From an optimization exercise on the open Yosys and OpenROAD flow, aimed at small area and a short achievable clock period; shortcuts taken in it are not production practice. At most, simulation tests tie the RTL to the original design; equivalence was not proved. The RTL of run 3 was laid out without a check of its function. The flow treats the clock pin as an ideal source, which a real chip does not have. Power and IR drop assume default switching activity.

==> flow/design.v <==
module regread_bit(s, r, o);
	input [7:0] s, r;
	output o;
	assign o = ~(~((s[0]&r[0]) | (s[1]&r[1]) | (s[2]&r[2]))
	           & ~((s[3]&r[3]) | (s[4]&r[4]) | (s[5]&r[5]))
	           & ~((s[6]&r[6]) | (s[7]&r[7])));
endmodule
module ALU(A,B,datapath_in,asel,bsel,shift,ALUop,ALUout,status);
	input [15:0] A,B,datapath_in;
	input asel,bsel;
	input [1:0] shift,ALUop;
	output [15:0] ALUout;
	output status;
	wire cN = ~bsel & ~shift[1] & ~shift[0];
	wire cL = ~bsel & ~shift[1] &  shift[0];
	wire cR = ~bsel &  shift[1];
	wire cS = ~bsel &  shift[1] &  shift[0];
	wire [15:0] Bl = {B[14:0],1'b0};
	wire [15:0] Br = {B[15]&cS,B[15:1]};
	wire [15:0] Bd = {11'd0,datapath_in[4:0]};
	wire [15:0] bin = ({16{cN}} & B) | ({16{cL}} & Bl) | ({16{cR}} & Br) | ({16{bsel}} & Bd);
	wire [15:0] ain = A & {16{~asel}};
	wire sub = ~ALUop[1] & ALUop[0];
	wire [15:0] bb = bin ^ {16{sub}};
	wire [15:0] p = ain ^ bb;
	wire [15:0] g = ain & bb;
	wire [15:0] k = ain | bb;
	wire [15:0] G0 = {g[15:1], g[0] | (p[0] & sub)};
	wire [15:0] G1,P1,G2,P2,G3,P3,G4;
	genvar i;
	generate for (i=0;i<16;i=i+1) begin : sk
		if (i%2==1) begin
			assign G1[i] = G0[i] | (p[i] & G0[i-1]);
			assign P1[i] = p[i] & p[i-1];
		end else begin
			assign G1[i] = G0[i]; assign P1[i] = p[i];
		end
		if (i%4>=2) begin
			assign G2[i] = G1[i] | (P1[i] & G1[(i/4)*4+1]);
			assign P2[i] = P1[i] & P1[(i/4)*4+1];
		end else begin
			assign G2[i] = G1[i]; assign P2[i] = P1[i];
		end
		if (i%8>=4) begin
			assign G3[i] = G2[i] | (P2[i] & G2[(i/8)*8+3]);
			assign P3[i] = P2[i] & P2[(i/8)*8+3];
		end else begin
			assign G3[i] = G2[i]; assign P3[i] = P2[i];
		end
		if (i>=8) assign G4[i] = G3[i] | (P3[i] & G3[7]);
		else assign G4[i] = G3[i];
	end endgenerate
	wire [15:0] cy = {G4[14:0], sub};
	wire [15:0] sum = p ^ cy;
	wire [15:0] lg = ALUop[0] ? ~bb : g;
	assign ALUout = ALUop[1] ? lg : sum;
	wire [15:0] kk = {k[14:0], sub};
	wire [15:0] zb = ALUop[1] ? ~lg : ~(p ^ kk);
	assign status = &zb;
endmodule
module datapath(clk,readnum,vsel,loada,loadb,shift,asel,bsel,ALUop,loadc,loads,writenum,write,datapath_in,status,datapath_out);
	input [2:0] readnum,writenum;
	input clk,vsel,loada,loadb,asel,bsel,loadc,loads,write;
	input [1:0] shift,ALUop;
	input [15:0] datapath_in;
	output status;
	output [15:0] datapath_out;
	reg [15:0] R0,R1,R2,R3,R4,R5,R6,R7;
	reg [15:0] A,B,C;
	reg S;
	assign datapath_out = C;
	assign status = S;
	wire [15:0] wd = vsel ? datapath_in : C;
	always @(posedge clk) begin
		if (write && writenum==3'd0) R0 <= wd;
		if (write && writenum==3'd1) R1 <= wd;
		if (write && writenum==3'd2) R2 <= wd;
		if (write && writenum==3'd3) R3 <= wd;
		if (write && writenum==3'd4) R4 <= wd;
		if (write && writenum==3'd5) R5 <= wd;
		if (write && writenum==3'd6) R6 <= wd;
		if (write && writenum==3'd7) R7 <= wd;
	end
	wire [7:0] rs = 8'd1 << readnum;
	wire [15:0] rd;
	genvar j;
	generate for (j=0;j<16;j=j+1) begin : rdbit
		regread_bit rb(rs, {R7[j],R6[j],R5[j],R4[j],R3[j],R2[j],R1[j],R0[j]}, rd[j]);
	end endgenerate
	always @(posedge clk) begin
		if (loada) A <= rd;
		if (loadb) B <= rd;
	end
	wire [15:0] alu_out;
	wire alu_zero;
	ALU alu(A,B,datapath_in,asel,bsel,shift,ALUop,alu_out,alu_zero);
	always @(posedge clk) begin
		if (loadc) C <= alu_out;
		if (loads) S <= alu_zero;
	end
endmodule
==> flow/flow/run.sh <==
#!/bin/bash
# Layout flow: the standard.sh (the standard ORFS flow) with these changes:
#  - synthesis: the same ORFS synthesis script, except that the ALU and the register
#    file read slices are kept as modules during technology mapping and each module is
#    mapped with its own ABC script (my_abc.tcl); afterwards the design is flattened and
#    renamed exactly as synth_recipe.tcl does. The flip-flops (names and cell types) are
#    checked against the standard synthesis; if they differ the standard synthesis
#    is used instead.
#  - half/full adder cells are kept out (their outputs are slow),
#  - port buffers are plain buf cells (buffer_ports otherwise picks slow delay cells),
#  - timing repair may resize a cell to one of another footprint,
#  - a smaller clock tree (knobs.sh),
#  - area recovery after the global-route timing repair (post_grt.tcl, downsize.tcl).
# Each step's full log is under orfs/logs; the make output goes to flow_*.log here.
set -euo pipefail
W=$PWD
source flow/knobs.sh
PLATFORM_DONT_USE=$(make -s -C "$FLOW_HOME" DESIGN_CONFIG="$W/config.mk" WORK_HOME="$W/orfs" print-DONT_USE_CELLS | sed -n 's/^DONT_USE_CELLS: //p')
EXTRA_DONT_USE="sky130_fd_sc_hd__ha_1 sky130_fd_sc_hd__ha_2 sky130_fd_sc_hd__ha_4 sky130_fd_sc_hd__fa_1 sky130_fd_sc_hd__fa_2 sky130_fd_sc_hd__fa_4"
ARGS=(MATCH_CELL_FOOTPRINT=0 "DONT_USE_CELLS=$PLATFORM_DONT_USE $EXTRA_DONT_USE" "CTS_ARGS=$CTS")
export BUFFER_PORTS_ARGS="-buffer_cell $PORT_BUF"
export FLOW_DIR_OWN=$W/flow POST_GLOBAL_ROUTE_TCL=$W/flow/post_grt.tcl DS_GUARD DS_PARASITICS=-global_routing

# 1. the standard synthesis, kept for the flip-flop comparison
bash standard.sh "${ARGS[@]}" synth > flow_ref_synth.log 2>&1
RES=orfs/results/sky130hd/datapath/base
cp $RES/1_2_yosys.v ref_synth.v
rm -rf orfs

# 2. the per-module-mapped synthesis
sed -e "s#^\(\s*\)log_cmd abc {\*}\$abc_args#\1my_abc \$abc_args#" "$FLOW_HOME/scripts/synth.tcl" > my_synth.tcl
grep -q "my_abc \$abc_args" my_synth.tcl
{ echo "source $W/flow/my_abc.tcl"; sed -e "s#source \$::env(SCRIPTS_DIR)/synth.tcl#source $W/my_synth.tcl#" synth_recipe.tcl; } > my_synth_recipe.tcl
grep -q "source $W/my_synth.tcl" my_synth_recipe.tcl
sed -e "s#SYNTH_SCRIPT=[^ ]*#SYNTH_SCRIPT=$W/my_synth_recipe.tcl#" standard.sh > my_standard.sh
export MY_ABC_MODULES="ALU $W/flow/abc_alu.script regread_bit $W/flow/abc_rest.script datapath $W/flow/abc_rest.script"
bash my_standard.sh "${ARGS[@]}" "SYNTH_KEEP_MODULES=ALU regread_bit" synth > flow_synth.log 2>&1

ffs() { grep -oE "sky130_fd_sc_hd__[a-z0-9_]*df[a-z0-9_]* +[^ ]+" "$1" | sort; }
if [[ "$(ffs ref_synth.v)" != "$(ffs $RES/1_2_yosys.v)" ]]; then
  echo "flip-flops differ from the standard synthesis; using it" > synth_fallback.txt
  rm -rf orfs
  bash standard.sh "${ARGS[@]}" synth > flow_synth.log 2>&1
fi

# 3. the rest of the flow
bash my_standard.sh "${ARGS[@]}" "SYNTH_KEEP_MODULES=ALU regread_bit" finish > flow_standard.log 2>&1
==> flow/flow/abc_alu.script <==
strash
dch
map -B 0.9
topo
stime -c
buffer -c
upsize -c
dnsize -c
==> flow/flow/abc_rest.script <==
&get -n
&st
&dch
&nf -a
&put
==> flow/flow/downsize.tcl <==
# Area recovery after the last timing repair: each logic cell, most slack first, is
# swapped for the smallest cell of the same function (same name but drive strength)
# that keeps the design's worst setup slack (to within 1 ps), keeps the cell's own
# slack at least DS_GUARD ns above it, and adds no max slew/capacitance violation.
proc ds_ns {} { return [expr {[sta::worst_slack_cmd max] * 1e9}] }
proc ds_inst_slack { inst } {
  set s 1e9
  foreach p [get_pins -of_objects $inst] {
    set v [get_property $p slack_max]
    if { $v ne "" && $v ne "INF" && $v < $s } { set s $v }
  }
  return $s
}
proc ds_drv {} {
  return [expr {[sta::max_slew_violation_count] + [sta::max_capacitance_violation_count]}]
}
proc downsize { guard } {
  set dont_use [split $::env(DONT_USE_CELLS)]
  set areas [dict create]
  foreach lc [get_lib_cells *] {
    set n [get_name $lc]
    dict set areas $n [get_property $lc area]
  }
  set wns0 [ds_ns]
  set drv0 [ds_drv]
  set area0 0.0
  set items {}
  foreach inst [get_cells *] {
    set m [get_property $inst ref_name]
    if { [regexp {df|dl|clkbuf|clkinv|tap|fill|decap|conb|clkdly|dly} $m] } { continue }
    if { ![regexp {^(.*)_([0-9]+)$} $m -> base size] } { continue }
    lappend items [list [ds_inst_slack $inst] $inst $m $base]
  }
  set n_changed 0
  set saved 0.0
  foreach it [lsort -real -decreasing -index 0 $items] {
    lassign $it s0 inst m base
    if { $s0 < $wns0 + $guard } { continue }
    set cands {}
    dict for {n a} $areas {
      if { [regexp "^${base}_\[0-9\]+\$" $n] && $a < [dict get $areas $m] && [lsearch -exact $dont_use $n] < 0 } {
        lappend cands [list $a $n]
      }
    }
    foreach c [lsort -real -index 0 $cands] {
      lassign $c a n
      replace_cell $inst $n
      estimate_parasitics $::env(DS_PARASITICS)
      if { [ds_ns] >= $wns0 - 0.001 && [ds_inst_slack $inst] >= $wns0 + $guard && [ds_drv] <= $drv0 } {
        incr n_changed
        set saved [expr {$saved + [dict get $areas $m] - $a}]
        break
      }
      replace_cell $inst $m
      estimate_parasitics $::env(DS_PARASITICS)
    }
  }
  puts "downsize: $n_changed cells smaller, [format %.1f $saved] um2 less, worst slack [format %.3f $wns0] -> [format %.3f [ds_ns]]"
}
==> flow/flow/knobs.sh <==
PORT_BUF=sky130_fd_sc_hd__buf_2
CTS="-sink_clustering_enable -repair_clock_nets -dont_use_dummy_load -buf_list {sky130_fd_sc_hd__clkbuf_4 sky130_fd_sc_hd__clkbuf_8} -sink_clustering_size 20 -sink_clustering_max_diameter 60"
DS_GUARD=0.00
==> flow/flow/my_abc.tcl <==
# Technology mapping per module: the ALU (the critical paths) with ORFS's area
# script, the rest (register file read slices, write data, decoders) with an
# area-oriented &nf mapping. Replaces synth.tcl's single "abc" call.
proc my_abc { abc_args } {
  set i [lsearch -exact $abc_args -script]
  set rest [lreplace $abc_args $i [expr { $i + 1 }]]
  foreach {mod script} $::env(MY_ABC_MODULES) {
    log_cmd abc -script $script {*}$rest $mod
  }
}
==> flow/flow/post_grt.tcl <==
# After the global-route timing repair: area recovery (downsize.tcl), then the
# placement is legalized and the changed nets rerouted as the ORFS step does.
source $::env(FLOW_DIR_OWN)/downsize.tcl
global_route -start_incremental
downsize $::env(DS_GUARD)
detailed_placement
global_route -end_incremental
estimate_parasitics -global_routing
report_worst_slack -max
write_guides $::env(RESULTS_DIR)/route.guide
==> flow/standard.sh <==
#!/bin/bash
# synth_recipe.tcl (not shown) runs the flow's synth.tcl, then flattens the netlist and writes it again
# the make line also repeats each setting of config.mk as NAME=value (left out here)
make -C /OpenROAD-flow-scripts/flow DESIGN_CONFIG=/design/flow/config.mk WORK_HOME=/design/flow/orfs CLKGATE_MAP_FILE= SYNTH_SCRIPT=/design/flow/synth_recipe.tcl "${@:-finish}"
==> flow/config.mk <==
export PLATFORM = sky130hd
export DESIGN_NAME = datapath
export DESIGN_NICKNAME = datapath
export VERILOG_FILES = /design/flow/design.v
export SDC_FILE = /design/flow/constraint.sdc
export NUM_CORES = 4
export LEC_CHECK = 0
export CAP_MARGIN = 20
export CORE_MARGIN = 2
export CORE_UTILIZATION = 45
export SETUP_SLACK_MARGIN = 2.5
export SLEW_MARGIN = 20
==> flow/constraint.sdc <==
create_clock -name core_clock -period 5.0 [get_ports {clk}]
set_input_delay 1.0000 -clock core_clock [delete_from_list [all_inputs] [get_ports {clk}]]
set_output_delay 1.0000 -clock core_clock [all_outputs]
set_load 0.01 [all_outputs]
==> impl_metrics.env, run 1 <==
export IMPL_drt_iter0_drc=674
export IMPL_fin_util_pct=51.7
export IMPL_insertion_delay_ns=0.45
export IMPL_cp_num_buf_inv=3
export IMPL_grt_max_degree=28
export IMPL_clk_pin_slew_ns=0.07
export IMPL_cp_slowest_cell="nor2_8"
export IMPL_start_kind="input port"
export IMPL_final_layout_size_suffix_gt1_share_pct=12.8
export IMPL_cts_sinks=177
export IMPL_finalNetCount=901
export IMPL_wl_um=22500
export IMPL_syn_avg_cell_area_um2=11.5
export IMPL_synth_compound_area_share_pct=7.93
export IMPL_cts_buffer_depth=2
export IMPL_dieArea_um2=19900
export IMPL_grt_util_all_layers_pct=22.2
export IMPL_power_mw=3.03
export IMPL_coreArea_um2=18600
export IMPL_irDropWorstVdd_uv=199
export IMPL_boundaryPins=52
export IMPL_arrival_ns=2.82
export IMPL_p_per_area_nw_per_um2=315
export IMPL_worstSetupPathType="in -> reg"
export IMPL_gp_congestion=0.884
export IMPL_cts_tree="done"
export IMPL_hold_buffers=0
export IMPL_antenna_found_initial=0
export IMPL_synth_seq_area_share_pct=63.0
export IMPL_syn_area_um2=8440
export IMPL_drt_pass1_iterations=5
export IMPL_path_max_fanout=20
export IMPL_slowest_delay_ns=0.19
export IMPL_fin_crit_sh_pct=53.1
export IMPL_dp_slack_ns=1.56
export IMPL_cts_resized=51
export IMPL_synth_seq_cells=177
export IMPL_yosys_area_share_simple_pct=22.3
export IMPL_die_h_um=141
export IMPL_worstPathCellList="buf_6 > nor2_8 > clkinv_8 > buf_1 > nand4_1 > nand2_1 > nand2_1 > nand2_1 > nor2_1 > nand2_1 > nand2_2 > nand2_4 > nand2_8 > nand2_4 > nand2_1 > nand2_1 > nand3_1 > nand2_1"
export IMPL_initial_core_util_pct=45.4
export IMPL_synth_edf_count=177
export IMPL_grt_overflow=0
export IMPL_drc=0
export IMPL_worst_pin_slew_ns=1.28
export IMPL_cp_required_ns=5.17
export IMPL_clockRootBuffer="clkbuf_8"
export IMPL_synthArstFlopShare_pct=0
export IMPL_slew_violations=0
export IMPL_diodes=0
export IMPL_slew_limit_headroom_pct=13.2
export IMPL_ys_types=47
export IMPL_synthXorXnorAreaFrac_pct=1.01
export IMPL_post_dp_hpwl_um=14200
export IMPL_min_delay_path_class="reg -> reg"
export IMPL_cts_buffers=17
export IMPL_syn_nets=771
export IMPL_crit_path_frequent_cell="nand2_1"
export IMPL_die_x_um=141
export IMPL_netlist_instances=736
export IMPL_setup_viol=0
export IMPL_synth_top_family_by_area="simple AND/OR/NAND/NOR gates"
export IMPL_outcome="no timing/DRC/antenna violations"
export IMPL_post_cts_setup_buffer_count=29
export IMPL_final_area_um2=9600
export IMPL_leakage_nw=3.62
export IMPL_critPathTopFamily="simple AND/OR/NAND/NOR gates"
export IMPL_rows=50
export IMPL_vias_per_cell=5.85
export IMPL_cap_violations=0
export IMPL_min_period_ns=2.65
export IMPL_fin_tns_setup_ns=0
export IMPL_ys_flop_type="edfxtp_1"
export IMPL_placed_area_um2=9070
export IMPL_synthAdderAreaFrac_pct=0
export IMPL_antenna_left=0
export IMPL_hold_violations=0
export IMPL_grt_pass1_wl_um=33300
export IMPL_setup_slack_ns=2.35
export IMPL_area_delta_synth_final_pct=13.8
export IMPL_yosysWarningCount=1
export IMPL_routedWlPerCell_um=20.5
export IMPL_fmax_ghz=0.377
export IMPL_grt_pass1_vias=6021
export IMPL_port_buffers=51
export IMPL_htreeDepth=4
export IMPL_fin_worst_skew_ns=0.0332
export IMPL_synth_mux_area_share_pct=2.13
export IMPL_end_kind="flop"
export IMPL_dr_total_vias=6420
==> through the flow <==
| stage | instances | hold WS (ns) |
|---|---|---|
| detailed placement | 1016 | 0.558 |
| CTS | 1063 | 0.575 |
| global placement | 1016 | 0.550 |
| floorplan | 736 | 0.532 |
| finish | 1098 | 0.568 |
==> report_power, final <==
part	switching [mW]	internal, mW
Sequential	0.0344	1.73
Combinational	0.356	0.172
Clock	0.433	0.301
Total	0.824	2.20
==> path summary, 6_finish.rpt <==
kind	from	to	slack, ns	cells past startpoint
hold reg to reg	R7[15]	A[15]	0.57	2
setup / recovery	ALUop[1]	C[10]	2.35	18
hold / removal	R7[15]	A[15]	0.57	2
setup reg to reg	B[4]	C[10]	2.74	18
==> layer usage <==
| metal | share of wire [%] | GRT usage [%] | wire [µm] |
|---|---|---|---|
| met5 | 0 | 0 | 0 |
| met4 | 1.6 | 6.00 | 364 |
| met3 | 4.7 | 3.60 | 1050 |
| met2 | 49 | 37.0 | 11100 |
| met1 | 45 | 30.4 | 10000 |
==> kinds of logic after synthesis <==
| logic type | count (synthesis) |
|---|---|
| mux | 16 |
| buf+inv | 73 |
| flops | 177 |
| xor+xnor | 8 |
| simple gates | 376 |
| compound gates | 86 |
==> Yosys cell counts, types with 2 or more instances <==
library cell,count,share of area [%]
nand4_1,24,1.8
nand2_2,29,2.1
xnor2_1,4,0.42
nand2_1,170,7.6
buf_4,2,0.18
a22oi_1,16,1.4
nand3_2,9,1.1
mux2_1,16,2.1
and4b_1,3,0.36
nor3b_1,3,0.27
and3b_1,3,0.31
inv_1,52,2.3
o211ai_1,9,0.80
edfxtp_1,177,63
o21ai_0,9,0.53
inv_4,2,0.15
a21oi_1,10,0.59
a222oi_1,32,3.8
nor2_4,2,0.27
nor2_1,23,1.0
nor3_1,2,0.12
o22ai_1,4,0.30
nand2_4,2,0.27
nor2_2,3,0.22
inv_2,4,0.18
nor4bb_1,3,0.36
nand3b_1,3,0.27
clkbuf_1,3,0.13
nor3_2,2,0.24
xor2_1,3,0.31
nand3_1,90,5.3
o21ai_1,2,0.12
buf_2,6,0.36
==> cell type report <==
| class | instances | area, µm² |
|---|---|---|
| Clock buffer | 17 | 234 |
| Fill cell | 1721 | 8980 |
| Inverter | 59 | 254 |
| Multi-Input combinational cell | 486 | 2920 |
| Sequential cell | 177 | 5320 |
| Tap cell | 234 | 293 |
| Timing Repair Buffer | 125 | 593 |
==> per-module statistics from Yosys (local to each module, per instance) <==
| module | cell area [µm²] | cells inside | times used |
|---|---|---|---|
| ALU | 2290 | 463 | 1 |
| datapath | 5630 | 209 | 1 |
| regread_bit | 32.5 | 4 | 16 |
==> placed cells by master, fill, tap and decap left out, drive strengths merged <==
cell,n
xor2,3
and3,1
xor3,1
clkinv,3
xnor2,4
o211ai,9
and3b,3
and4b,3
a21boi,1
nand2,201
mux2,16
buf,125
a22oi,16
nand3,99
nor4bb,3
nor3b,3
nor2,29
nand4,25
nor3,4
edfxtp,177
clkbuf,17
o21ai,11
o21bai,1
and4,1
inv,54
nor4b,1
a21oi,11
clkinvlp,2
a222oi,32
o22ai,4
nand3b,3
o31ai,1
==> sequential cells by signal, indices dropped and copies added, names as in the netlist <==
name and count:
R2 16, R7 16, R4 16, R6 16, R5 16, A 16
B 16, R3 16, R1 16, R0 16, C 16, S 1
==> worst register-to-register path, cell delays in order, from the launching register on <==
cell and delay, ns:
edfxtp_1 0.43, nand3_1 0.11, nand2_1 0.06, inv_1 0.08, nand3_1 0.11, nand2_1 0.15, nand2_1 0.10, nand2_2 0.09
nand2_2 0.08, nor2_1 0.11, nand2_1 0.07, nand2_2 0.12, nand2_4 0.08, nand2_8 0.10, nand2_4 0.06, nand2_1 0.06
nand2_1 0.05, nand3_1 0.07, nand2_1 0.08
==> run 2, diff against run 1 <==
--- a/flow/config.mk
+++ b/flow/config.mk
@@ -8,5 +8,5 @@
 export CAP_MARGIN = 20
 export CORE_MARGIN = 2
-export CORE_UTILIZATION = 45
+export CORE_UTILIZATION = 55
 export SETUP_SLACK_MARGIN = 2.5
 export SLEW_MARGIN = 20
==> run 2 against run 1 <==
Area after synthesis did not move. Worst setup slack improved by 0.080 ns. Utilization rose by 10 points. Via count fell by 4.1%. Count of clock-buffer cells in the layout did not move. Global-route usage rose by 3.6 points. Cell count fell by 6.0%. Hold slack improved by 0.0044 ns. Synthesized cell count did not move.
==> impl_metrics.env, run 2 <==
export IMPL_hold_buffers=0
export IMPL_p_per_area_nw_per_um2=320
export IMPL_ys_flop_type="edfxtp_1"
export IMPL_cts_buffers=17
export IMPL_antenna_left=0
export IMPL_whs_ns=0.572
export IMPL_synth_common_cells="edfxtp_1, nand2_1, nand3_1, inv_1, a222oi_1"
export IMPL_slew_limit_headroom_pct=22.3
export IMPL_cp_slowest_cell="clkinvlp_4"
export IMPL_hold_violations=0
export IMPL_p_comb_share_pct=16.4
export IMPL_post_dp_hpwl_um=13900
export IMPL_syn_area_um2=8440
export IMPL_cts_tree="done"
export IMPL_drt_pass1_iterations=5
export IMPL_area_delta_synth_final_pct=10.6
export IMPL_clk_pin_slew_ns=0.08
export IMPL_placed_area_um2=9020
export IMPL_cts_sinks=177
export IMPL_p_switching_mw=0.799
export IMPL_arrival_ns=2.78
export IMPL_instances_no_fill=1032
export IMPL_power_mw=2.99
export IMPL_fin_crit_sh_pct=51.5
export IMPL_p_int_mw=2.19
export IMPL_vias_per_cell=5.96
export IMPL_synthTopCellsByArea="edfxtp_1, nand2_1, nand3_1"
export IMPL_wl_um=20600
export IMPL_fmax_ghz=0.389
export IMPL_fin_worst_skew_ns=0.0280
export IMPL_drt_iter0_drc=585
export IMPL_min_delay_path_class="reg -> reg"
export IMPL_antenna_found_initial=0
export IMPL_synth_seq_area_share_pct=63.0
export IMPL_end_kind="flop"
export IMPL_irDropWorstVdd_uv=251
export IMPL_coreArea_um2=15100
export IMPL_dieArea_um2=16400
export IMPL_fin_util_pct=61.9
export IMPL_yosysWarningCount=1
export IMPL_path_max_fanout=5
export IMPL_die_x_um=128
export IMPL_cp_num_buf_inv=3
export IMPL_outcome="no timing/DRC/antenna violations"
export IMPL_grt_pass1_vias=5838
export IMPL_rows=45
export IMPL_synth_largest_area_cell="edfxtp_1"
export IMPL_synthArstFlopShare_pct=0
export IMPL_setup_viol=0
export IMPL_routedWlPerCell_um=20.0
export IMPL_worstPathCellList="buf_2 > clkinvlp_4 > buf_1 > nand2_1 > nand3_1 > nand2_2 > nor2_2 > nand2_1 > nand2_2 > a21boi_1 > nand3_1 > nand3_1 > nand2_1"
export IMPL_min_period_ns=2.57
export IMPL_slew_violations=0
export IMPL_grt_overflow=0
export IMPL_layout_common_cells="edfxtp_1, nand2_1, nand3_1"
export IMPL_final_area_um2=9340
export IMPL_synth_top_area_share_pct=63.0
export IMPL_power_frac_clock_pct=24.6
export IMPL_grt_max_degree=21
export IMPL_ys_types=47
export IMPL_p_sw_share_pct=26.7
export IMPL_dp_slack_ns=1.54
export IMPL_die_h_um=128
export IMPL_post_cts_setup_buffer_count=24
export IMPL_boundaryPins=52
export IMPL_leakage_nw=3.51
export IMPL_cts_resized=45
export IMPL_synth_seq_cells=177
export IMPL_worst_pin_slew_ns=1.17
export IMPL_netlist_instances=736
export IMPL_gp_congestion=0.884
export IMPL_dpl_cell_count=970
export IMPL_worstSetupPathType="in -> reg"
export IMPL_initial_core_util_pct=55.9
export IMPL_drc=0
export IMPL_insertion_delay_ns=0.46
export IMPL_grt_util_all_layers_pct=25.8
export IMPL_slowest_delay_ns=0.24
export IMPL_grt_pass1_wl_um=31500
export IMPL_htreeDepth=4
export IMPL_clockRootBuffer="clkbuf_8"
export IMPL_finalNetCount=881
export IMPL_syn_nets=771
export IMPL_syn_avg_cell_area_um2=11.5
export IMPL_diodes=0
export IMPL_critPathTopFamily="simple AND/OR/NAND/NOR gates"
export IMPL_port_buffers=51
export IMPL_dr_total_vias=6154
export IMPL_final_layout_size_suffix_gt1_share_pct=11.1
export IMPL_cp_required_ns=5.20
export IMPL_setup_slack_ns=2.43
export IMPL_cts_buffer_depth=2
export IMPL_start_kind="input port"
export IMPL_seqPwrFrac_pct=59.0
export IMPL_cap_violations=0
export IMPL_synth_most_common_cell="edfxtp_1"
export IMPL_fin_tns_setup_ns=0
export IMPL_synth_edf_count=177
[run 2: cell counts after synthesis]
Identical to the previous run, type by type.
[run 2: power by group through the flow]
stage                     Clock, mW  Combinational [mW]  Sequential, mW
after floorplan                   0               0.317            1.79
after global placement            0               0.454            1.80
after detailed placement          0               0.465            1.80
after CTS                     0.746               0.507            1.77
final                         0.735               0.490            1.77
[run 2: cell type report]
class | count | area [µm²]
clock buffers | 17 | 234
flip-flops and latches | 177 | 5320
fillers | 1290 | 5750
repair buffers | 103 | 474
repair inverters | 1 | 7.51
well taps | 188 | 235
inverters | 59 | 244
multi-input cells | 487 | 2830
[run 2: cell families after synthesis]
group	count (synthesis)	synth area share [%]
AO/OA/AOI/OAI	86	7.93
XOR/XNOR	8	1.01
buffers and inverters	73	3.71
flip-flops	177	63.0
multiplexers	16	2.13
AND/OR/NAND/NOR	376	22.3
[run 2: per-layer routing]
metal	up-vias	wire (µm)	global-route usage (%)	part of all wire, %
li1	2955	-	-	-
met1	2958	8750	34.2	42
met2	215	10600	44.9	51
met3	26	999	3.30	4.8
met4	0	303	7.56	1.5
met5	-	0	0	0
[run 2: modules after synthesis, one instance, submodules excluded]
module       flip-flops and latches  cell area [µm²]  cells
datapath                        177             5630    209
ALU                               0             2290    463
regread_bit                       0             32.5      4
[run 2: path summary, 6_finish.rpt]
| path | startpoint | to | slack [ns] | cells after the start |
|---|---|---|---|---|
| max | asel | C[13] | 2.43 | 13 |
| min | R7[1] | B[1] | 0.57 | 2 |
| max reg2reg | B[3] | C[10] | 2.83 | 18 |
| min reg2reg | R7[1] | B[1] | 0.57 | 2 |
[run 2: worst reg2reg max path, stage by stage, from the launching register on]
cell	delay, ns
edfxtp_1	0.44
nand3_1	0.11
nand2_1	0.05
inv_1	0.07
nand3_1	0.08
nand2_1	0.09
nand2_1	0.07
nand2_1	0.12
nand2_1	0.13
nor2_2	0.10
nand2_1	0.07
nand2_2	0.10
nand2_2	0.08
nand2_4	0.11
nand2_2	0.07
nand2_1	0.06
nand2_1	0.04
nand3_1	0.05
nand2_1	0.08
==> run 3, diff against run 2 <==
--- a/flow/design.v
+++ b/flow/design.v
@@ -6,10 +6,14 @@
 	           & ~((s[6]&r[6]) | (s[7]&r[7])));
 endmodule
-module ALU(A,B,datapath_in,asel,bsel,shift,ALUop,ALUout,status);
+module ALU(A,B,datapath_in,asel,bsel,shift,ALUop,C,S,loadc,loads,C_next,S_next);
 	input [15:0] A,B,datapath_in;
 	input asel,bsel;
 	input [1:0] shift,ALUop;
-	output [15:0] ALUout;
-	output status;
+	input [15:0] C;
+	input S, loadc, loads;
+	output [15:0] C_next;
+	output S_next;
+	wire [15:0] ALUout;
+	wire status;
 	wire cN = ~bsel & ~shift[1] & ~shift[0];
 	wire cL = ~bsel & ~shift[1] &  shift[0];
@@ -58,4 +62,6 @@
 	wire [15:0] zb = ALUop[1] ? ~lg : ~(p ^ kk);
 	assign status = &zb;
+	assign C_next = loadc ? ALUout : C;
+	assign S_next = loads ? status : S;
 endmodule
 module datapath(clk,readnum,vsel,loada,loadb,shift,asel,bsel,ALUop,loadc,loads,writenum,write,datapath_in,status,datapath_out);
@@ -92,10 +98,10 @@
 		if (loadb) B <= rd;
 	end
-	wire [15:0] alu_out;
-	wire alu_zero;
-	ALU alu(A,B,datapath_in,asel,bsel,shift,ALUop,alu_out,alu_zero);
+	wire [15:0] C_next;
+	wire S_next;
+	ALU alu(A,B,datapath_in,asel,bsel,shift,ALUop,C,S,loadc,loads,C_next,S_next);
 	always @(posedge clk) begin
-		if (loadc) C <= alu_out;
-		if (loads) S <= alu_zero;
+		C <= C_next;
+		S <= S_next;
 	end
 endmodule
--- a/flow/config.mk
+++ b/flow/config.mk
@@ -11,2 +11,3 @@
 export SETUP_SLACK_MARGIN = 2.5
 export SLEW_MARGIN = 20
+export SYNTH_HIERARCHICAL = 1
==> run 3 against run 2 <==
Count of clock-buffer cells in the layout did not move. Non-clock buffer count fell by 4. Synthesized cell count rose by 5.4%. Sequential power barely moved. Critical path type unchanged. Fmax fell by 2.6%. Cell count rose by 2.8%. Still clean on timing, DRC and antenna.
==> impl_metrics.env, run 3 <==
export IMPL_outcome="no timing/DRC/antenna violations"
export IMPL_drc=0
export IMPL_grt_overflow=0
export IMPL_wl_um=21900
export IMPL_synth_most_common_cell="nand2_1"
export IMPL_grt_pass1_vias=6102
export IMPL_p_int_mw=2.22
export IMPL_dieArea_um2=16100
export IMPL_path_max_fanout=7
export IMPL_worstPathCellList="buf_8 > nor2_1 > nand3_1 > nand3_1 > nand2_1 > nand3_1 > nand2_2 > inv_2 > nand2_2 > nor2_2 > nand2_2 > nand2_4 > nand2_4 > nand3_1 > nand3_2 > a21oi_2"
export IMPL_fmax_ghz=0.379
export IMPL_netlist_instances=776
export IMPL_crit_path_frequent_cell="nand3_1"
export IMPL_ys_flop_type="edfxtp_1"
export IMPL_initial_core_util_pct=56.8
export IMPL_diodes=0
export IMPL_irDropWorstVdd_uv=270
export IMPL_power_mw=3.07
export IMPL_clk_pin_slew_ns=0.05
export IMPL_finalNetCount=914
export IMPL_syn_area_um2=8320
export IMPL_clockRootBuffer="clkbuf_8"
export IMPL_synthArstFlopShare_pct=0
export IMPL_syn_avg_cell_area_um2=10.7
export IMPL_cp_slowest_cell="nor2_1"
export IMPL_syn_nets=811
export IMPL_cp_num_buf_inv=2
export IMPL_antenna_found_initial=0
export IMPL_drt_pass1_iterations=8
export IMPL_p_switching_mw=0.854
export IMPL_seqPwrFrac_pct=57.6
export IMPL_worst_pin_slew_ns=1.28
export IMPL_synth_edf_count=160
export IMPL_yosysWarningCount=7
export IMPL_min_delay_path_class="reg -> reg"
export IMPL_post_dp_hpwl_um=14300
export IMPL_htreeDepth=4
export IMPL_dr_total_vias=6493
export IMPL_die_x_um=127
export IMPL_setup_viol=0
export IMPL_p_comb_share_pct=19.0
export IMPL_hold_violations=0
export IMPL_coreArea_um2=14600
export IMPL_worstSetupPathType="in -> reg"
export IMPL_post_cts_setup_buffer_count=11
export IMPL_boundaryPins=52
export IMPL_port_buffers=51
export IMPL_slew_limit_headroom_pct=14.8
export IMPL_routedWlPerCell_um=20.6
export IMPL_fin_tns_setup_ns=0
export IMPL_cap_violations=0
export IMPL_ys_types=38
export IMPL_vias_per_cell=6.12
export IMPL_cts_tree="done"
export IMPL_cts_buffer_depth=2
export IMPL_end_kind="flop"
export IMPL_grt_util_all_layers_pct=26.7
export IMPL_leakage_nw=3.75
export IMPL_grt_pass1_wl_um=32500
export IMPL_die_h_um=127
export IMPL_critPathTopFamily="simple AND/OR/NAND/NOR gates"
export IMPL_gp_congestion=0.906
export IMPL_layout_common_cells="nand2_1, edfxtp_1, buf_1"
export IMPL_synth_largest_area_cell="edfxtp_1"
export IMPL_final_layout_size_suffix_gt1_share_pct=13.9
export IMPL_min_period_ns=2.64
export IMPL_slowest_delay_ns=0.29
export IMPL_antenna_left=0
export IMPL_cp_required_ns=5.35
export IMPL_slew_violations=0
export IMPL_power_frac_clock_pct=23.4
export IMPL_hold_buffers=0
export IMPL_cts_resized=33
export IMPL_synth_common_cells="nand2_1, edfxtp_1, nand3_1, inv_1, nor2_1"
export IMPL_insertion_delay_ns=0.45
export IMPL_synth_seq_cells=177
export IMPL_p_per_area_nw_per_um2=322
export IMPL_synth_top_area_share_pct=57.7
export IMPL_rows=44
export IMPL_grt_max_degree=22
export IMPL_cts_sinks=177
export IMPL_synth_seq_area_share_pct=61.8
export IMPL_drt_iter0_drc=799
export IMPL_synthTopCellsByArea="edfxtp_1, nand2_1, nand3_1"
export IMPL_fin_crit_sh_pct=52.8
export IMPL_area_delta_synth_final_pct=14.6
export IMPL_fin_worst_skew_ns=0.0416
export IMPL_arrival_ns=2.99
export IMPL_final_common_cell="nand2_1"
export IMPL_start_kind="input port"
export IMPL_p_sw_share_pct=27.8
export IMPL_cts_buffers=17
[run 3: changes by cell type in the layout (fill, tap and decap cells not counted), sizes merged, moves of 4 or more]
cell,previous run,this run
xnor3,0,4
o21ai,11,19
buf,103,94
dfxtp,0,17
edfxtp,177,160
nand2,201,230
clkbuf,17,22
xor2,3,15
nand4,25,14
nor2,30,45
inv,55,60
nand3,99,77
[run 3: cell families after synthesis]
family / after synthesis / share of synthesized area, %
simple gates: 392 / 21.1
xor+xnor: 23 / 3.08
buf+inv: 77 / 3.62
flops: 177 / 61.8
mux: 16 / 2.16
compound gates: 91 / 8.18
[run 3: worst min-delay path: stages (launching register included)]
cell and delay (ns):
dfxtp_1 0.31, nand2_1 0.06, nand2_1 0.04
[run 3: power groups by stage]
| stage | sequential, mW | combinational (mW) | clock (mW) |
|---|---|---|---|
| detailed placement | 1.80 | 0.521 | 0 |
| CTS | 1.77 | 0.548 | 0.730 |
| finish | 1.77 | 0.584 | 0.720 |
| global placement | 1.80 | 0.509 | 0 |
| floorplan | 1.79 | 0.347 | 0 |
[run 3: metrics by stage]
stage	setup WS (ns)	instance area [µm²]	hold slack [ns]	util [%]	cells
4_1_cts	2.47	9420	0.453	64.3	1032
3_5_place_dp	1.46	8960	0.445	61.2	1003
3_3_place_gp	1.56	8960	0.439	61.2	1003
6_report	2.36	9540	0.448	65.1	1061
2_1_floorplan	2.24	8470	0.473	-	776
[run 3: per-layer routing]
| layer | vias up | track usage [%] | share of wire [%] |
|---|---|---|---|
| met5 | - | 0 | 0 |
| met4 | 0 | 10.9 | 3.2 |
| met3 | 60 | 4.02 | 5.8 |
| met2 | 286 | 46.3 | 51 |
| met1 | 3144 | 34.1 | 40 |
| li1 | 3003 | - | - |
[run 3: area by class of cell]
class,instances,area [µm²]
flip-flops and latches,177,5140
fillers,1221,5110
multi-input cells,523,3130
repair buffers,99,559
inverters,61,244
clock buffers,17,234
well taps,184,230
[run 3: modules after synthesis, one instance, submodules excluded]
module       times used  cells inside  flops+latches
regread_bit          16             4              0
ALU                   1           503              0
datapath              1           209            177
[run 3: path summary, 6_finish.rpt]
| kind | endpoint | slack [ns] | start | depth (start not counted) |
|---|---|---|---|---|
| setup / recovery | C[9] | 2.36 | bsel | 16 |
| hold / removal | S | 0.45 | S | 2 |
| setup reg to reg | C[9] | 2.84 | B[2] | 17 |
| hold reg to reg | S | 0.45 | S | 2 |
==> run 4, diff against run 3 <==
--- a/flow/design.v
+++ b/flow/design.v
@@ -6,14 +6,10 @@
 	           & ~((s[6]&r[6]) | (s[7]&r[7])));
 endmodule
-module ALU(A,B,datapath_in,asel,bsel,shift,ALUop,C,S,loadc,loads,C_next,S_next);
+module ALU(A,B,datapath_in,asel,bsel,shift,ALUop,ALUout,status);
 	input [15:0] A,B,datapath_in;
 	input asel,bsel;
 	input [1:0] shift,ALUop;
-	input [15:0] C;
-	input S, loadc, loads;
-	output [15:0] C_next;
-	output S_next;
-	wire [15:0] ALUout;
-	wire status;
+	output [15:0] ALUout;
+	output status;
 	wire cN = ~bsel & ~shift[1] & ~shift[0];
 	wire cL = ~bsel & ~shift[1] &  shift[0];
@@ -62,6 +58,4 @@
 	wire [15:0] zb = ALUop[1] ? ~lg : ~(p ^ kk);
 	assign status = &zb;
-	assign C_next = loadc ? ALUout : C;
-	assign S_next = loads ? status : S;
 endmodule
 module datapath(clk,readnum,vsel,loada,loadb,shift,asel,bsel,ALUop,loadc,loads,writenum,write,datapath_in,status,datapath_out);
@@ -98,10 +92,10 @@
 		if (loadb) B <= rd;
 	end
-	wire [15:0] C_next;
-	wire S_next;
-	ALU alu(A,B,datapath_in,asel,bsel,shift,ALUop,C,S,loadc,loads,C_next,S_next);
+	wire [15:0] alu_out;
+	wire alu_zero;
+	ALU alu(A,B,datapath_in,asel,bsel,shift,ALUop,alu_out,alu_zero);
 	always @(posedge clk) begin
-		C <= C_next;
-		S <= S_next;
+		if (loadc) C <= alu_out;
+		if (loads) S <= alu_zero;
 	end
 endmodule
--- a/flow/flow/run.sh
+++ b/flow/flow/run.sh
@@ -11,5 +11,6 @@
 #  - timing repair may resize a cell to one of another footprint,
 #  - a smaller clock tree (knobs.sh),
-#  - area recovery after the global-route timing repair (post_grt.tcl, downsize.tcl).
+#  - area recovery after the CTS and the global-route timing repairs (post_cts.tcl,
+#    post_grt.tcl, downsize.tcl).
 # Each step's full log is under orfs/logs; the make output goes to flow_*.log here.
 set -euo pipefail
@@ -20,5 +21,5 @@
 ARGS=(MATCH_CELL_FOOTPRINT=0 "DONT_USE_CELLS=$PLATFORM_DONT_USE $EXTRA_DONT_USE" "CTS_ARGS=$CTS")
 export BUFFER_PORTS_ARGS="-buffer_cell $PORT_BUF"
-export FLOW_DIR_OWN=$W/flow POST_GLOBAL_ROUTE_TCL=$W/flow/post_grt.tcl DS_GUARD DS_PARASITICS=-global_routing
+export FLOW_DIR_OWN=$W/flow POST_CTS_TCL=$W/flow/post_cts.tcl POST_GLOBAL_ROUTE_TCL=$W/flow/post_grt.tcl DS_GUARD DS_PARASITICS=-global_routing
 
 # 1. the standard synthesis, kept for the flip-flop comparison
==> flow/flow/post_cts.tcl (new file) <==
# After the CTS-stage timing repair: area recovery (downsize.tcl) with placement
# parasitics, then the placement is legalized again.
source $::env(FLOW_DIR_OWN)/downsize.tcl
set ::env(DS_PARASITICS) -placement
downsize $::env(DS_GUARD)
set ::env(DS_PARASITICS) -global_routing
detailed_placement
estimate_parasitics -placement
report_worst_slack -max
--- a/flow/config.mk
+++ b/flow/config.mk
@@ -11,3 +11,2 @@
 export SETUP_SLACK_MARGIN = 2.5
 export SLEW_MARGIN = 20
-export SYNTH_HIERARCHICAL = 1
==> run 4 against run 3 <==
Worst setup slack improved by 0.052 ns. Sequential cell count did not move. Final area fell by 1.7%. Register-to-register slack got worse by 0.05 ns. Clock skew fell by 0.012 ns. Fmax rose by 2.0%. Critical path type unchanged. Highest routed layer unchanged. Synthesized cell count fell by 5.2%. Combinational power fell by 15%. Sequential share of layout area rose by 2.8 points. Via count fell by 4.7%. Still clean on timing, DRC and antenna. Global-route usage fell by 0.97 points.
==> impl_metrics.env, run 4 <==
export IMPL_synth_edf_count=177
export IMPL_die_x_um=128
export IMPL_instances_no_fill=1034
export IMPL_end_kind="flop"
export IMPL_cts_tree="done"
export IMPL_vias_per_cell=5.99
export IMPL_syn_avg_cell_area_um2=11.5
export IMPL_dp_slack_ns=1.54
export IMPL_timing_rr_start="B[2]"
export IMPL_coreArea_um2=15100
export IMPL_final_layout_size_suffix_gt1_share_pct=11.2
export IMPL_synth_seq_area_share_pct=63.0
export IMPL_endpoint="C[10]"
export IMPL_gp_congestion=0.884
export IMPL_grt_overflow=0
export IMPL_crit_path_frequent_cell="nand2_1"
export IMPL_fmax_ghz=0.386
export IMPL_dpl_cell_count=970
export IMPL_finalNetCount=883
export IMPL_ys_flop_type="edfxtp_1"
export IMPL_cp_startpoint="bsel"
export IMPL_port_buffers=51
export IMPL_dr_total_vias=6191
export IMPL_worstPathCellList="buf_8 > nor2_4 > buf_1 > nand3_2 > nand4_1 > nand2_1 > nand2_2 > nand2_4 > nor2_1 > nand2_1 > nand2_2 > nand2_2 > nand2_4 > nand2_2 > nand2_1 > nand2_1 > nand3_1 > nand2_1"
export IMPL_outcome="no timing/DRC/antenna violations"
export IMPL_leakage_nw=3.52
export IMPL_boundaryPins=52
export IMPL_fin_tns_setup_ns=0
export IMPL_slew_limit_headroom_pct=20.2
export IMPL_irDropWorstVdd_uv=252
export IMPL_drt_pass1_iterations=5
export IMPL_rows=45
export IMPL_min_delay_path_class="reg -> reg"
export IMPL_grt_pass1_wl_um=31500
export IMPL_fin_worst_skew_ns=0.0293
export IMPL_worstSetupPathType="in -> reg"
export IMPL_worst_pin_slew_ns=1.20
export IMPL_dieArea_um2=16400
export IMPL_antenna_found_initial=0
export IMPL_reg2reg_slack_ns=2.79
export IMPL_grt_max_degree=21
export IMPL_start_kind="input port"
export IMPL_drt_iter0_drc=619
export IMPL_cts_sinks=177
export IMPL_p_per_area_nw_per_um2=319
export IMPL_insertion_delay_ns=0.46
export IMPL_r2r_end="C[10]"
export IMPL_synth_largest_area_cell="edfxtp_1"
export IMPL_cp_required_ns=5.18
export IMPL_setup_viol=0
export IMPL_path_max_fanout=11
export IMPL_synth_top_area_share_pct=63.0
export IMPL_synthArstFlopShare_pct=0
export IMPL_diodes=0
export IMPL_layout_common_cells="nand2_1, edfxtp_1, buf_1"
export IMPL_slowest_delay_ns=0.20
export IMPL_synth_most_common_cell="edfxtp_1"
export IMPL_min_period_ns=2.59
export IMPL_initial_core_util_pct=55.9
export IMPL_die_h_um=128
export IMPL_fin_util_pct=62.1
export IMPL_netlist_instances=736
export IMPL_grt_pass1_vias=5836
export IMPL_clk_pin_slew_ns=0.08
export IMPL_antenna_left=0
export IMPL_post_dp_hpwl_um=13900
export IMPL_whs_ns=0.573
export IMPL_synth_seq_cells=177
export IMPL_slew_violations=0
export IMPL_hold_violations=0
export IMPL_wl_um=20700
export IMPL_arrival_ns=2.77
export IMPL_synthTopCellsByArea="edfxtp_1, nand2_1, nand3_1"
export IMPL_final_common_cell="nand2_1"
export IMPL_area_delta_synth_final_pct=11.0
export IMPL_synth_common_cells="edfxtp_1, nand2_1, nand3_1, inv_1, a222oi_1"
export IMPL_reg2reg_depth=16
export IMPL_drc=0
export IMPL_syn_nets=771
export IMPL_fin_crit_sh_pct=51.8
export IMPL_syn_area_um2=8440
export IMPL_cap_violations=0
export IMPL_grt_util_all_layers_pct=25.8
export IMPL_routedWlPerCell_um=20.1
export IMPL_ys_types=47
export IMPL_setup_slack_ns=2.41
export IMPL_yosysWarningCount=1
export IMPL_cp_slowest_cell="nor2_4"
-- run 4: logic make-up (layout without fill, tap and decap cells) --
kind of cell,after synthesis,in the layout,share of synthesized area (%)
flip-flops,177,177,63.0
AO/OA/AOI/OAI,86,86,7.93
multiplexers,16,16,2.13
buffers and inverters,73,182,3.71
XOR/XNOR,8,8,1.01
AND/OR/NAND/NOR,376,377,22.3
-- run 4: worst min path at each step --
stage	from	endpoint	slack (ns)	depth (start not counted)
floorplan	R7[0]	A[0]	0.53	2
detailed placement	R7[13]	A[13]	0.56	2
global placement	R7[1]	A[1]	0.56	2
finish	R7[13]	A[13]	0.57	2
-- run 4: power by group --
group	internal, mW	total [mW]	switching, mW
clock	0.301	0.732	0.431
sequential	1.73	1.77	0.0365
combinational	0.162	0.494	0.331
total	2.19	2.99	0.799
-- run 4: Yosys stat by module (local to each module, per instance) --
| module | flip-flops and latches | area (µm²) |
|---|---|---|
| regread_bit | 0 | 32.5 |
| ALU | 0 | 2290 |
| datapath | 177 | 5630 |
-- run 4: worst max-delay path: cells and delay by family --
kind | cells | cell delay (ns)
buffers and inverters | 2 | 0.27
AND/OR/NAND/NOR | 16 | 1.48
-- run 4: cell type report --
cell class | instances | area, µm²
clock buffers | 17 | 234
fillers | 1281 | 5720
inverters | 59 | 246
multi-input cells | 487 | 2840
flip-flops and latches | 177 | 5320
well taps | 188 | 235
repair buffers | 105 | 494
repair inverters | 1 | 7.51
-- run 4: metal layers --
metal / vias to the layer above / routed length, µm / track usage [%]
li1: 2959 / - / -
met1: 3008 / 8860 / 34.2
met2: 202 / 10700 / 44.9
met3: 22 / 889 / 3.30
met4: 0 / 298 / 7.56
met5: - / 0 / 0
-- run 4: metrics by stage --
step           cell area [µm²]  power, mW
6_report                  9370       2.99
3_5_place_dp              9020       2.26
3_3_place_gp              9020       2.25
2_1_floorplan             8510       2.11

[re-timing with driven ports]
The flow's constraints put no driver on any port. The routed layouts listed below were extracted and timed again, unchanged, in two steps. Step 1, drivers: a clkbuf_16 drives clk and a buf_2 each remaining input, both assumed. Step 2 times the ports against the registers' clock, not the clock port: input delays grow and output delays shrink by t, the midpoint of the rising clock arrivals with the driver on. Three values: no drivers, after step 1, after step 2; two values: the first two.
run	t, ns	slack for setup (ns)	worst slew at a driven data input, ns	pins driven straight from the clock port
run 1	0.472	2.347 / 2.324 / 1.852	0.06	1
run 2	0.480	2.427 / 2.409 / 1.929	0.07	1
run 3	0.466	2.359 / 2.327 / 1.861	0.10	1
run 4	0.479	2.410 / 2.408 / 1.929	0.07	1
After both steps every run listed still meets setup and hold.
